Background: an optimization exercise with open tools, aiming at small area. Do not read the settings as production practice.
At most, simulation tests tie the RTL to the original design; equivalence was not proved.
Power figures rest on the tool's default switching activity, not on a simulated workload.

==> 08-19 <==
==> flow/design.v (excerpt) <==
module Digitales2_TopMod(
		input clk, rst,EN,
		input ps2d, ps2c,
		output correct,
		output [1:0] Alarma_Vent,
		output [7:0] Catodos,
		output [3:0] Anodos
    );
reg       smp;
reg [2:0] run;
reg       ps2_act;
wire      sat      = (run == 3'd7);
wire      ps2_next = sat ? smp : ps2_act;
wire      fall_edge = ps2_act & sat & ~smp;
always @(posedge clk, posedge rst)
	if (rst) begin
		smp <= 1'b0;
		run <= 3'd7;
		ps2_act <= 1'b0;
	end else begin
		smp <= ps2c;
		run <= (ps2c != smp) ? 3'd0 : sat ? 3'd7 : run + 3'd1;
		ps2_act <= ps2_next;
	end
reg [3:0]  rq;
reg [10:0] bus;
wire done  = (rq == 4'd1);
wire shift = fall_edge & ((rq == 4'd0) ? EN : (rq != 4'd1));
always @(posedge clk, posedge rst)
	if (rst) begin
		rq <= 4'd0;
		bus <= 11'd0;
	end else begin
		if (shift) bus <= {ps2d, bus[10:1]};
		if (rq == 4'd0) begin
			if (fall_edge & EN) rq <= 4'd11;
		end else if (done | fall_edge)
			rq <= rq - 4'd1;
	end
assign correct = bus[0];
reg brk;
wire tick = brk & done;
always @(posedge clk, posedge rst)
	if (rst) brk <= 1'b0;
	else if (done) brk <= ~brk & (bus[8:1] == 8'hF0);
wire [7:0] code = bus[8:1];
reg  [3:0] cls_in;
always @* begin
	case (code)
		8'h16: cls_in = 4'd1;
		8'h1E: cls_in = 4'd2;
		8'h26: cls_in = 4'd3;
		8'h25: cls_in = 4'd4;
		8'h2E: cls_in = 4'd5;
		8'h36: cls_in = 4'd6;
		8'h3D: cls_in = 4'd7;
		8'h3E: cls_in = 4'd8;
		8'h46: cls_in = 4'd9;
		8'h1D: cls_in = 4'd10;
		8'h45, 8'h31, 8'h5A: cls_in = 4'd11;
		8'h43: cls_in = 4'd12;
		8'h4D: cls_in = 4'd13;
		default: cls_in = (code >= 8'h2E) ? 4'd14 : 4'd0;
	endcase
end
reg [3:0] cls;
always @(posedge clk, posedge rst)
	if (rst) cls <= 4'd0;
	else if (tick) cls <= cls_in;
wire c_w   = (cls == 4'd10);
  ...
Settings: LEC_CHECK=0, CAP_MARGIN=20, CORE_MARGIN=2, CORE_UTILIZATION=40, PLACE_DENSITY=0.6, SLEW_MARGIN=20; clock period 10.0 ns.
run.sh (not shown) runs the stock make flow with config.mk's settings and CLKGATE_MAP_FILE= SYNTH_SCRIPT=/design/flow/synth_recipe.tcl, a recipe that flattens the netlist after the stock synthesis.
==> 03-13 (differences from 08-19) <==
--- a/flow/design.v
+++ b/flow/design.v
@@ -92,70 +92,73 @@
 		S5: if (tick & c_acc) cs <= S6;
 		S6: cs <= S1;
 		default: cs <= cs;
 	endcase
 wire active = (cs == S5) | (cs == S6);
 reg [1:0] r_dec;
 reg [3:0] r_uni;
 reg       r_pre, r_ign;
-always @(posedge clk, posedge rst)
-	if (rst) begin
-		r_dec <= 2'd0;
-		r_uni <= 4'd0;
-		r_pre <= 1'b0;
-		r_ign <= 1'b0;
+always @(posedge clk) begin
+	if (cs == S2) r_dec <= c_dec;
+	if (cs == S3) r_uni <= c_uni;
+	if (cs == S4) r_pre <= (cls == 4'd13);
+	if (cs == S5) r_ign <= (cls == 4'd12);
+end
+wire       wrap  = (r_dec == 2'd3) & (r_uni[3] | r_uni[2] | r_uni[1]);
+wire [3:0] t_uni = wrap ? r_uni - 4'd2 : r_uni;
+wire [1:0] t_dec = wrap ? 2'd0 : r_dec;
+reg [14:0] lf;
+reg [2:0]  hi;
+wire lf_z14 = (lf[13:0] == 14'd0);
+wire wrap15 = lf_z14 & ~lf[14];
+always @(posedge clk, posedge rst)
+	if (rst) begin
+		lf <= 15'd1;
+		hi <= 3'd0;
 	end else begin
-		if (cs == S2) r_dec <= c_dec;
-		if (cs == S3) r_uni <= c_uni;
-		if (cs == S4) r_pre <= (cls == 4'd13);
-		if (cs == S5) r_ign <= (cls == 4'd12);
-	end
-wire [4:0] temp = {1'b0, r_uni} + ((r_dec == 2'd3) ? 5'd30 : (r_dec == 2'd2) ? 5'd20 :
-                                   (r_dec == 2'd1) ? 5'd10 : 5'd0);
-reg [17:0] cont;
-always @(posedge clk, posedge rst)
-	if (rst) cont <= 18'd0;
-	else cont <= cont + 18'd1;
-wire en_mod  = (cont[16:0] == 17'h0FFFF);
-wire en_ctrl = (cont == 18'h1FFFF);
+		lf <= {lf[13:0], lf[14] ^ lf[13] ^ lf_z14};
+		if (wrap15) hi <= hi + 3'd1;
+	end
+wire en_ctrl = wrap15 & hi[0] & hi[1] & ~hi[2];    
 reg [1:0] est;
 always @(posedge clk, posedge rst)
 	if (rst) est <= 2'd0;
 	else if (en_ctrl) begin
 		case (est)
 			2'd0: if (active) est <= 2'd1;
 			2'd1: est <= 2'd2;
 			2'd2: est <= 2'd3;
 			2'd3: est <= 2'd1;
 		endcase
 	end
-reg [4:0] T;
+reg [3:0] T_uni;
+reg [1:0] T_dec;
 reg       ok;
 always @(posedge clk, posedge rst)
 	if (rst) begin
-		T <= 5'd0;
-		ok <= 1'b0;
+		T_uni <= 4'd0;
+		T_dec <= 2'd0;
 	end else if (est == 2'd1) begin
-		T <= temp;
-		ok <= r_pre & ~r_ign;
-	end
+		T_uni <= t_uni;
+		T_dec <= t_dec;
+	end
+always @(posedge clk)
+	if (est == 2'd1) ok <= r_pre & ~r_ign;
 reg [1:0] alarm;
 always @(posedge clk, posedge rst)
 	if (rst) alarm <= 2'd0;
 	else if (est == 2'd3)
-		alarm <= ~ok ? 2'b00 : (T[4] | T[3]) ? 2'b11 : T[2] ? 2'b01 : 2'b00;
+		alarm <= ~ok ? 2'b00 : ((T_dec != 2'd0) | T_uni[3]) ? 2'b11 : T_uni[2] ? 2'b01 : 2'b00;
 assign Alarma_Vent = alarm;
 reg dsp_hi;
 always @(posedge clk, posedge rst)
 	if (rst) dsp_hi <= 1'b0;
-	else if (cont == 18'h2FFFF) dsp_hi <= ~dsp_hi;
-wire [1:0] dsp = {dsp_hi, cont[17] ^ cont[16]};
-wire [4:0] uni = (T < 5'd10) ? T : (T < 5'd20) ? T - 5'd10 : (T < 5'd30) ? T - 5'd20 : T - 5'd30;
-wire [1:0] dec = (T < 5'd10) ? 2'd0 : (T < 5'd20) ? 2'd1 : (T < 5'd30) ? 2'd2 : 2'd3;
+	else if (wrap15 & hi[0] & ~hi[1] & hi[2]) dsp_hi <= ~dsp_hi;
+wire [1:0] dsp = {dsp_hi, hi[2] ^ hi[1]};
 reg [3:0] an;
 reg [7:0] cat;
 always @* begin
 	case (dsp)
 		2'd0: begin
 			an = 4'b1110;
 			case (est)
 				2'd0: cat = 8'b11000000;
@@ -165,32 +168,33 @@
 			endcase
 		end
 		2'd1: begin
 			an = 4'b1101;
 			cat = 8'b10111111;
 		end
 		2'd2: begin
 			an = 4'b1011;
-			case (uni[3:0])
+			case (T_uni)
 				4'd0: cat = 8'b11000000;
 				4'd1: cat = 8'b11111001;
 				4'd2: cat = 8'b10100100;
 				4'd3: cat = 8'b10110000;
 				4'd4: cat = 8'b10011001;
 				4'd5: cat = 8'b10010010;
 				4'd6: cat = 8'b10000010;
 				4'd7: cat = 8'b11111000;
 				4'd8: cat = 8'b10000000;
-				default: cat = 8'b10010000;
+				4'd9: cat = 8'b10010000;
+				default: cat = 8'b10000000;
 			endcase
 		end
 		default: begin
 			an = 4'b0111;
-			case (dec)
+			case (T_dec)
 				2'd0: cat = 8'b10100100;
 				2'd1: cat = 8'b10110000;
 				2'd2: cat = 8'b10011001;
 				default: cat = 8'b10010010;
 			endcase
 		end
 	endcase
 end
==> flow/flow/run.sh (new file) <==
#!/bin/bash
set -euo pipefail
bash standard.sh \
  "ADDER_MAP_FILE=" \
  "BUFFER_PORTS_ARGS=-buffer_cell sky130_fd_sc_hd__buf_1" \
  "CTS_ARGS=-sink_clustering_enable -repair_clock_nets -dont_use_dummy_load -buf_list sky130_fd_sc_hd__clkbuf_8 -sink_clustering_size 25 -sink_clustering_max_diameter 200" \
  "RECOVER_POWER=100" \
  finish > flow_make.log 2>&1
==> flow/standard.sh (new file) <==
#!/bin/bash
# synth_recipe.tcl (not shown) runs the flow's synth.tcl, then flattens the netlist and writes it again
# the make line also repeats each setting of config.mk as NAME=value (left out here)
make -C /OpenROAD-flow-scripts/flow DESIGN_CONFIG=/design/flow/config.mk WORK_HOME=/design/flow/orfs CLKGATE_MAP_FILE= SYNTH_SCRIPT=/design/flow/synth_recipe.tcl "${@:-finish}"
Settings changed: ABC_AREA from default to 1.
removed: flow/run.sh
==> impl_metrics.yaml <==
status:
  status: "finished with violations"
  check.faults: "capacitance limit, slew limit"
worst_hold_path:
  hold-path-cell-count: 0
cells_and_area:
  clock_area_share_pct: 3.55
  inverters_excl_clock: 51
  seq_share_pct: 48.8
sta:
  maxSlewViolCount: 58
power:
  combPwrFrac_pct: 7.4
  leakage_nw: 1.58
run:
  maxCapViolCount: 1
placement:
  routabilityCongestion: 0.907
critical_path:
  cp_data_required_time_ns: 9.75
  worst-setup-path-type: "in -> async"
The numbers above come from 03-13.

==> impl_metrics.yaml <==
status:
  status: "complete, no violations"
global_route:
  met3_usage_pct: 3.63
  use_met1_pct: 18.0
worst_hold_path:
  hold-path-cell-count: 1
power:
  leakage_nw: 1.94
  combPwrFrac_pct: 2.7
  p_int_mw: 0.390
  power_leader: "sequential cells"
placement:
  routabilityCongestion: 0.860
critical_path:
  crit_family: "simple AND/OR/NAND/NOR gates"
  worst-setup-path-type: "reg -> out"
  reg2reg_from: "run[0]"
sta:
  maxSlewViolCount: 0
  tightestPinTransition_ns: 0.788
cells_and_area:
  inverters_excl_clock: 19
  seq_share_pct: 37.0
  clock_area_share_pct: 4.38
run:
  maxCapViolCount: 0
The numbers above come from 08-19.

For 03-13, only the layout was checked, not whether the RTL still works.

==> re-timing with driven ports <==
In the flow no input, the clock included, has a driving cell. The finished layouts below were timed again as built, in two steps. Step 1 sets driving cells, clkbuf_16 on the clock port and buf_2 on the other inputs (assumed; they add their load-dependent delay and slew). Step 2 adds t to the input delays and takes it off the output delays; t is the mean of the earliest and latest rising clock arrival at the registers after step 1. Input paths then give back, and output paths get back, about the clock's delay inside the block. Three values: no drivers, after step 1, after step 2; two values: the first two.
| run | t (ns) | setup slack, ns | pins driven straight from the clock port |
|---|---|---|---|
| 08-19 | 0.355 | 4.923 / 4.893 / 5.248 | 1 |
| 03-13 | 0.352 | 5.444 / 5.454 / 5.102 | 1 |
For 03-13, which loses most, drivers alone change the setup slack by +0.010 ns; drivers and shift together by -0.342 ns. Setup slack includes reset recovery checks.
